Source: an optimization exercise on an open RTL-to-GDS flow (aim: a short achievable clock period and few clock cycles). Production flows keep margins and buffers that such runs may drop. No functional check of the RTL was part of this run. Power is estimated from default activity; no workload was simulated.

`flow/config.mk`:
```
export PLATFORM = sky130hd
export DESIGN_NAME = avion_cpu
export DESIGN_NICKNAME = avion_cpu
export VERILOG_FILES = /design/flow/design.v
export SDC_FILE = /design/flow/constraint.sdc
export NUM_CORES = 4
export LEC_CHECK = 0
export CAP_MARGIN = 20
export CORE_MARGIN = 2
export CORE_UTILIZATION = 40
export SLEW_MARGIN = 20
```
`flow/design.v`:
```
module avion_cpu #(
    parameter ADDRESS_WIDTH = 6,
    parameter DATA_WIDTH = 10
)(
    input clk,
    input rst,
    output reg [DATA_WIDTH-1:0] MDRIn,
    output reg RAMWr,
    output reg [ADDRESS_WIDTH-1:0] MAR,
    input [DATA_WIDTH-1:0] MDROut,
    output reg [5:0] PC,
    output reg halted
);
localparam OP_LOD = 4'd0, OP_STO = 4'd1, OP_ADD = 4'd2, OP_SUB = 4'd3,
           OP_MUL = 4'd4, OP_DIV = 4'd5, OP_JMP = 4'd6, OP_JMZ = 4'd7,
           OP_HLT = 4'd9;
function is_dop(input [3:0] o);    
    is_dop = (o == OP_LOD) | (o == OP_ADD) | (o == OP_SUB) | (o == OP_MUL) | (o == OP_DIV);
endfunction
reg [9:0]  cd [0:63];    
reg [63:0] cv;           
reg [63:0] rq;           
reg [5:0] fpc;           
reg       s2v;           
reg [9:0] s2ir;
reg [9:0] acc;
reg       rdv;           
reg       flv;           
reg [5:0] fla;
reg       oqv;           
reg [5:0] oqa;
reg [5:0] pp;            
reg        mdb;          
reg [9:0]  opr;
reg [9:0]  dq;           
reg [10:0] drem;         
reg [2:0]  dcnt;
wire [3:0] op  = s2ir[9:6];
wire [5:0] ea  = s2ir[5:0];
wire       run = s2v & ~halted;
wire       uses_opnd = run & is_dop(op);
wire [9:0] opnd  = cd[ea];
wire       s2_miss = uses_opnd & ~cv[ea] & ~mdb;
wire       is_mul = (op == OP_MUL);
wire       is_div = (op == OP_DIV);
wire       dz  = (opnd == 10'd0);
wire       ge1 = (acc >= opnd);
wire       ge2 = ({1'b0, acc} >= {opnd, 1'b0});
wire       dfast = dz | ~ge2;
reg [10:0] r1, r2;
reg [9:0]  q1, q2;
always @(*) begin
    r1 = {drem[9:0], dq[9]};
    q1 = {dq[8:0], 1'b0};
    if (r1 >= {1'b0, opr}) begin r1 = r1 - {1'b0, opr}; q1[0] = 1'b1; end
    r2 = {r1[9:0], q1[9]};
    q2 = {q1[8:0], 1'b0};
    if (r2 >= {1'b0, opr}) begin r2 = r2 - {1'b0, opr}; q2[0] = 1'b1; end
end
wire [2:0] lzp = acc[9:8] != 2'd0 ? 3'd0 :
                 acc[7:6] != 2'd0 ? 3'd1 :
                 acc[5:4] != 2'd0 ? 3'd2 :
                 acc[3:2] != 2'd0 ? 3'd3 : 3'd4;
wire md_first = run & (is_mul | is_div) & ~mdb & ~s2_miss;
wire md_start = md_first & (is_mul | ~dfast);
wire md_done  = mdb & (is_mul | (dcnt == 3'd4));
wire s2_busy  = s2_miss | md_start | (mdb & ~md_done);
wire sto      = run & (op == OP_STO);
wire jmz_tk   = run & (op == OP_JMZ) & (acc == 10'd0);
wire hlt2     = run & (op == OP_HLT);
wire [5:0] fpc1  = fpc + 6'd1;
wire       byp0  = sto & (ea == fpc);
wire       byp1  = sto & (ea == fpc1);
wire [9:0] w0    = byp0 ? acc : cd[fpc];
wire [9:0] w1    = byp1 ? acc : cd[fpc1];
wire       h0    = byp0 | cv[fpc];
wire       h1    = byp1 | cv[fpc1];
wire       j0    = (w0[9:6] == OP_JMP);
wire       fold  = h1 & (w1[9:6] == OP_JMP) & (w0[9:6] != OP_HLT) &
                   ~((w0[9:6] == OP_STO) & (w0[5:0] == fpc1));
wire       hlt1  = h0 & (w0[9:6] == OP_HLT) & ~(run & ((op == OP_STO) | (op == OP_JMZ)));
wire       halt_now = ~halted & (hlt2 | hlt1);
wire [63:0] need = ~(cv | rq);
wire        d2   = s2_miss & need[ea];
wire        d1   = ~halted & ~h0 & need[fpc];
wire        o1   = oqv & need[oqa];
wire        p1   = need[pp];
always @(posedge clk) begin
    if (rst) begin
        cv <= 64'd0; rq <= 64'd1;
        fpc <= 6'd0; s2v <= 1'b0; s2ir <= 10'd0; acc <= 10'd0;
        MAR <= 6'd0; RAMWr <= 1'b0; MDRIn <= 10'd0; rdv <= 1'b1; flv <= 1'b0; fla <= 6'd0;
        oqv <= 1'b0; oqa <= 6'd0; pp <= 6'd1;
        halted <= 1'b0; PC <= 6'd0;
        mdb <= 1'b0; dcnt <= 3'd0;
    end else begin
        flv <= rdv; fla <= MAR;
        if (flv && !cv[fla]) begin cd[fla] <= MDROut; cv[fla] <= 1'b1; end
        if (flv && is_dop(MDROut[9:6])) begin oqv <= 1'b1; oqa <= MDROut[5:0]; end
        else if (o1) oqv <= 1'b0;
        RAMWr <= 1'b0; rdv <= 1'b0;
        if (sto) begin
            cd[ea] <= acc; cv[ea] <= 1'b1; rq[ea] <= 1'b1;
            MAR <= ea; RAMWr <= 1'b1; MDRIn <= acc;
        end else if (d2) begin
            MAR <= ea; rdv <= 1'b1; rq[ea] <= 1'b1;
        end else if (d1) begin
            MAR <= fpc; rdv <= 1'b1; rq[fpc] <= 1'b1;
        end else if (o1) begin
            MAR <= oqa; rdv <= 1'b1; rq[oqa] <= 1'b1;
        end else if (p1) begin
            MAR <= pp; rdv <= 1'b1; rq[pp] <= 1'b1; pp <= pp + 6'd1;
        end else begin
            pp <= pp + 6'd1;
        end
        if (run && !s2_busy) begin
            case (op)
                OP_LOD: acc <= opnd;
                OP_ADD: acc <= acc + opnd;
                OP_SUB: acc <= acc - opnd;
                OP_MUL: acc <= acc * opr;
                OP_DIV: acc <= mdb ? q2 : {9'd0, ge1 & ~dz};
                default: ;
            endcase
        end
        if (halt_now) begin halted <= 1'b1; PC <= hlt2 ? fpc : fpc1; end
        if (md_start) begin
            mdb <= 1'b1; opr <= opnd;
            dq <= acc << {lzp, 1'b0}; drem <= 11'd0; dcnt <= lzp;
        end else if (md_done) begin
            mdb <= 1'b0;
        end else if (mdb) begin
            dq <= q2; drem <= r2; dcnt <= dcnt + 3'd1;
        end
        if (!s2_busy && !halted) begin
            if (jmz_tk) begin
                fpc <= ea; s2v <= 1'b0;
            end else if (h0 && !hlt2) begin
                fpc <= j0 ? w0[5:0] : fold ? w1[5:0] : fpc1;
                s2v <= ~j0; s2ir <= w0;
            end else begin
                s2v <= 1'b0;
            end
        end
    end
end
endmodule
```
`flow/standard.sh`:
```
#!/bin/bash
# synth_recipe.tcl (not shown) runs the flow's synth.tcl, then flattens the netlist and writes it again
# the make line also repeats each setting of config.mk as NAME=value (left out here)
make -C /OpenROAD-flow-scripts/flow DESIGN_CONFIG=/design/flow/config.mk WORK_HOME=/design/flow/orfs CLKGATE_MAP_FILE= SYNTH_SCRIPT=/design/flow/synth_recipe.tcl "${@:-finish}"
```
`flow/flow/run.sh`:
```
#!/bin/bash
set -euo pipefail
bash standard.sh SETUP_SLACK_MARGIN=${MARGIN:-14.5} finish > standard_flow.log 2>&1
```
`flow/constraint.sdc`:
```
create_clock -name core_clock -period 20.0 [get_ports {clk}]
set_input_delay 4.0000 -clock core_clock [delete_from_list [all_inputs] [get_ports {clk}]]
set_output_delay 4.0000 -clock core_clock [all_outputs]
set_load 0.01 [all_outputs]
```
==> run notes <==
## final timing paths
kind,from,end,slack [ns],cells after the start
setup / recovery,rst,cd[40][9]$_DFFE_PP_,14.43,6
hold reg to reg,rdv$_SDFF_PP1_,flv$_SDFF_PP0_,0.44,1
setup reg to reg,s2ir[2]$_SDFFE_PP0P_,rq[62]$_SDFFE_PP0P_,14.56,13
hold / removal,rdv$_SDFF_PP1_,flv$_SDFF_PP0_,0.44,1
## cell type report
class / instances / area (µm²)
Timing Repair Buffer: 284 / 3210
Clock buffer: 131 / 2800
Multi-Input combinational cell: 4053 / 38200
Tap cell: 2072 / 2590
Antenna cell: 19 / 47.5
Clock inverter: 56 / 648
Inverter: 168 / 636
Fill cell: 14400 / 86100
Sequential cell: 886 / 24500
## sequential cells by signal (all words and copies together), names as in the netlist, 10 cells and up, named ones only
| signal | flops |
|---|---|
| acc | 10 |
| cv | 64 |
| MDRIn | 10 |
| s2ir | 10 |
| rq | 64 |
| dq | 10 |
| drem | 10 |
| opr | 10 |
| cd | 640 |
## logic make-up (layout without fill, tap and decap cells)
| logic type | Yosys count | after routing | share of synthesized area |
|---|---|---|---|
| AND/OR/NAND/NOR | 1507 | 1507 | 0.111 |
| multiplexers | 1234 | 1234 | 0.311 |
| AO/OA/AOI/OAI | 1102 | 1103 | 0.114 |
| flip-flops | 886 | 886 | 0.381 |
| buffers and inverters | 730 | 639 | 0.0451 |
| adder cells (fa/ha/maj) | 122 | 122 | 0.0269 |
| XOR/XNOR | 87 | 87 | 0.0119 |
| other | 0 | 19 | 0 |
## cell usage in the layout, fill, tap and decap left out, types with 121 or more instances in the layout
| cell type | count |
|---|---|
| edfxtp_1 | 670 |
| inv_1 | 152 |
| a21oi_1 | 183 |
| nor3_1 | 121 |
| buf_4 | 159 |
| nor2_1 | 369 |
| nand2_1 | 467 |
| mux2i_1 | 159 |
| dfxtp_1 | 192 |
| o21ai_0 | 281 |
| mux4_2 | 552 |
| mux2_2 | 520 |
## metrics by stage
stage	setup slack [ns]	hold WS (ns)
floorplan	14.43	0.414
global placement	12.73	0.422
detailed placement	12.74	0.437
CTS	14.49	0.445
global route	14.43	0.467
finish	14.43	0.442
## repair_timing
| action | in CTS | in global routing |
|---|---|---|
| pin swaps | 38 | 23 |
| resized for setup | 187 | 41 |
| gates cloned | 3 | 1 |
| setup endpoints to repair | 1437 | 712 |
| hold buffers | 0 | 0 |
| hold endpoints to repair | 0 | 0 |
| buffers inserted | 63 | 32 |
## routing by layer
| layer | vias up | wire length, µm | part of all wire |
|---|---|---|---|
| met5 | - | 135 | 0.00046 |
| met4 | 22 | 21500 | 0.074 |
| met3 | 1082 | 39900 | 0.14 |
| met2 | 4679 | 124000 | 0.43 |
| met1 | 27200 | 105000 | 0.36 |
| li1 | 21800 | - | - |
## power by group through the flow
| stage | Sequential, mW | Clock [mW] | Combinational (mW) |
|---|---|---|---|
| after detailed placement | 2.31 | 0 | 4.36 |
| after global routing | 2.26 | 2.06 | 4.87 |
| final | 2.26 | 2.00 | 4.78 |
| after CTS | 2.26 | 2.00 | 4.49 |
| after floorplan | 2.13 | 0 | 2.89 |
| after global placement | 2.31 | 0 | 4.36 |
## worst register-to-register path: stages, from the launching register on
cell and delay [ns]:
dfxtp_2 0.32, buf_4 0.58, or3b_2 0.93, o22a_1 0.36, o221ai_1 0.08, nor4_1 0.07
o311ai_0 0.51, o31ai_1 0.30, a21oi_4 0.58, clkinv_1 0.45, buf_4 0.33, nor2_2 0.55
a221oi_1 0.19, nor2_1 0.11
==> impl_metrics.json <==
{
  "nets": 5629,
  "cp_data_required_time_ns": 20.54,
  "p_int_mw": 4.87,
  "grt_first_pass_wirelength_um": 403000,
  "async_flop_share": 0,
  "use_met3": 0.110,
  "seq_power_share": 0.250,
  "synth_flop_cell": "edfxtp_1",
  "drt_iter0_drc": 9531,
  "met2_usage": 0.505,
  "die-area_um2": 163000,
  "fin_util": 0.458,
  "slowest_stage": "nor2_2",
  "cts_made_buffers": 102,
  "yosysTopAreaCell": "edfxtp_1",
  "yosys_register_bits": 886,
  "cts_tree": "done",
  "fp-row-count": 146,
  "cpLargestDelayFamily": "simple AND/OR/NAND/NOR gates",
  "p_comb_frac": 0.529,
  "period_needed_ns": 5.57,
  "avgRoutedWirePerCell_um": 37.9,
  "clockBufferDepth": 3,
  "die_h_um": 404,
  "ys_seq_area_frac": 0.381,
  "grt_pass1_vias": 50900,
  "globalRouteOverflowTotal": 0,
  "synth_cells": 5668,
  "synth_edf_count": 670,
  "total_power_mw": 9.04,
  "fin_cells": 7669,
  "hold_viol_final": 0,
  "grt_use_met1": 0.450,
  "place_area_um2": 66700,
  "drive_above_1_share": 0.312,
  "core_um2": 159000,
  "arrival_ns": 6.11,
  "synth_common_cells": "edfxtp_1 (670), mux4_2 (552), mux2_2 (520)",
  "yosysMostFrequentCell": "edfxtp_1",
  "antenna_left": 0,
  "worstPathMaxFanout": 76,
  "clkSlewWorstSetupHoldPaths_ns": 0.06,
  "yosysWarningCount": 1,
  "max-vdd-ir-drop_uv": 104,
  "p_switching_mw": 4.17,
  "slowest_delay_ns": 0.56,
  "drv_slew": 0,
  "end_kind": "flip-flop",
  "cp_num_buf_inv": 2,
  "dr.pass1.iters": 8,
  "grtUsageTotal": 0.347,
  "wl_um": 291000,
  "io-pin-count": 36,
  "finalInstanceArea_um2": 72700,
  "cts_root_buf": "clkbuf_16",
  "via_per_inst": 7.14,
  "htree_levels": 3,
  "via_count": 54800,
  "finalSetupViolCount": 0,
  "clock.fmax_ghz": 0.180,
  "drc_errors": 0,
  "yosysTopAreaCellShare": 0.314,
  "tightestPinTransition_ns": 1.22,
  "synth_cell_types": 87,
  "critical_path.startpoint_type": "input port",
  "pwr-share-clk": 0.221,
  "clock_skew_ns": 0.0607,
  "port_buffers": 35,
  "gr-max-usage-layer": "met2",
  "p_per_area_nw_per_um2": 124,
  "synth_area_um2": 64100,
  "rsz0062_at_grt": "true",
  "power_leakage_nw": 23.4,
  "initial_utilization": 0.404,
  "maxCapViolCount": 0,
  "grt_max_degree": 100,
  "synth_area_leaders": "edfxtp_1 (31%), mux4_2 (19%), mux2_2 (9.1%), dfxtp_1 (6.7%), nand2_1 (3.0%)",
  "syn_nets": 5802,
  "netSwitchingFraction": 0.461,
  "area_growth_pct": 13.3,
  "die-width_um": 404,
  "hp-class": "reg -> reg",
  "crit_type": "in -> reg",
  "dpl.hpwl_um": 200000,
  "place_congestion": 1.07,
  "setup-tns-final_ns": 0,
  "slew-limit-headroom": 0.177,
  "antenna_found_initial": 28,
  "cts.sinks": 886,
  "dp_cells": 7364,
  "clock_latency_ns": 0.80,
  "synth.avg_cell_area_um2": 11.3,
  "crit_chain": "buf_12, nor2_4, nand4b_1, buf_4, nor2_2, mux2_2",
  "finalCritPeriodShare": 0.278,
  "outcome": "no timing/DRC/antenna violations"
}

-- what the ideal ports hide --
Ports are ideal in the flow. The routed layout listed here was re-timed in OpenROAD.
Step 1 sets driving cells, clkbuf_16 on the clock port and buf_2 on the other inputs (assumed; they add their load-dependent delay and slew).
Step 2 also shifts input and output timing later by t, the mid clock arrival at the registers, as if the neighbouring blocks saw the same clock.
a / b / c = no drivers / after step 1 / after step 2; a / b = the first two.
t (ns): 0.847
setup WS [ns]: 14.432 / 14.461 / 13.618
hold slack, ns: 0.442 / 0.442 / 0.442
worst setup path after step 2: input to register
worst slew at a driven data input, ns: 0.06
After both steps setup and hold are still met in this run. The setup slack of this run moves by +0.029 ns with the drivers and by -0.814 ns with both steps.
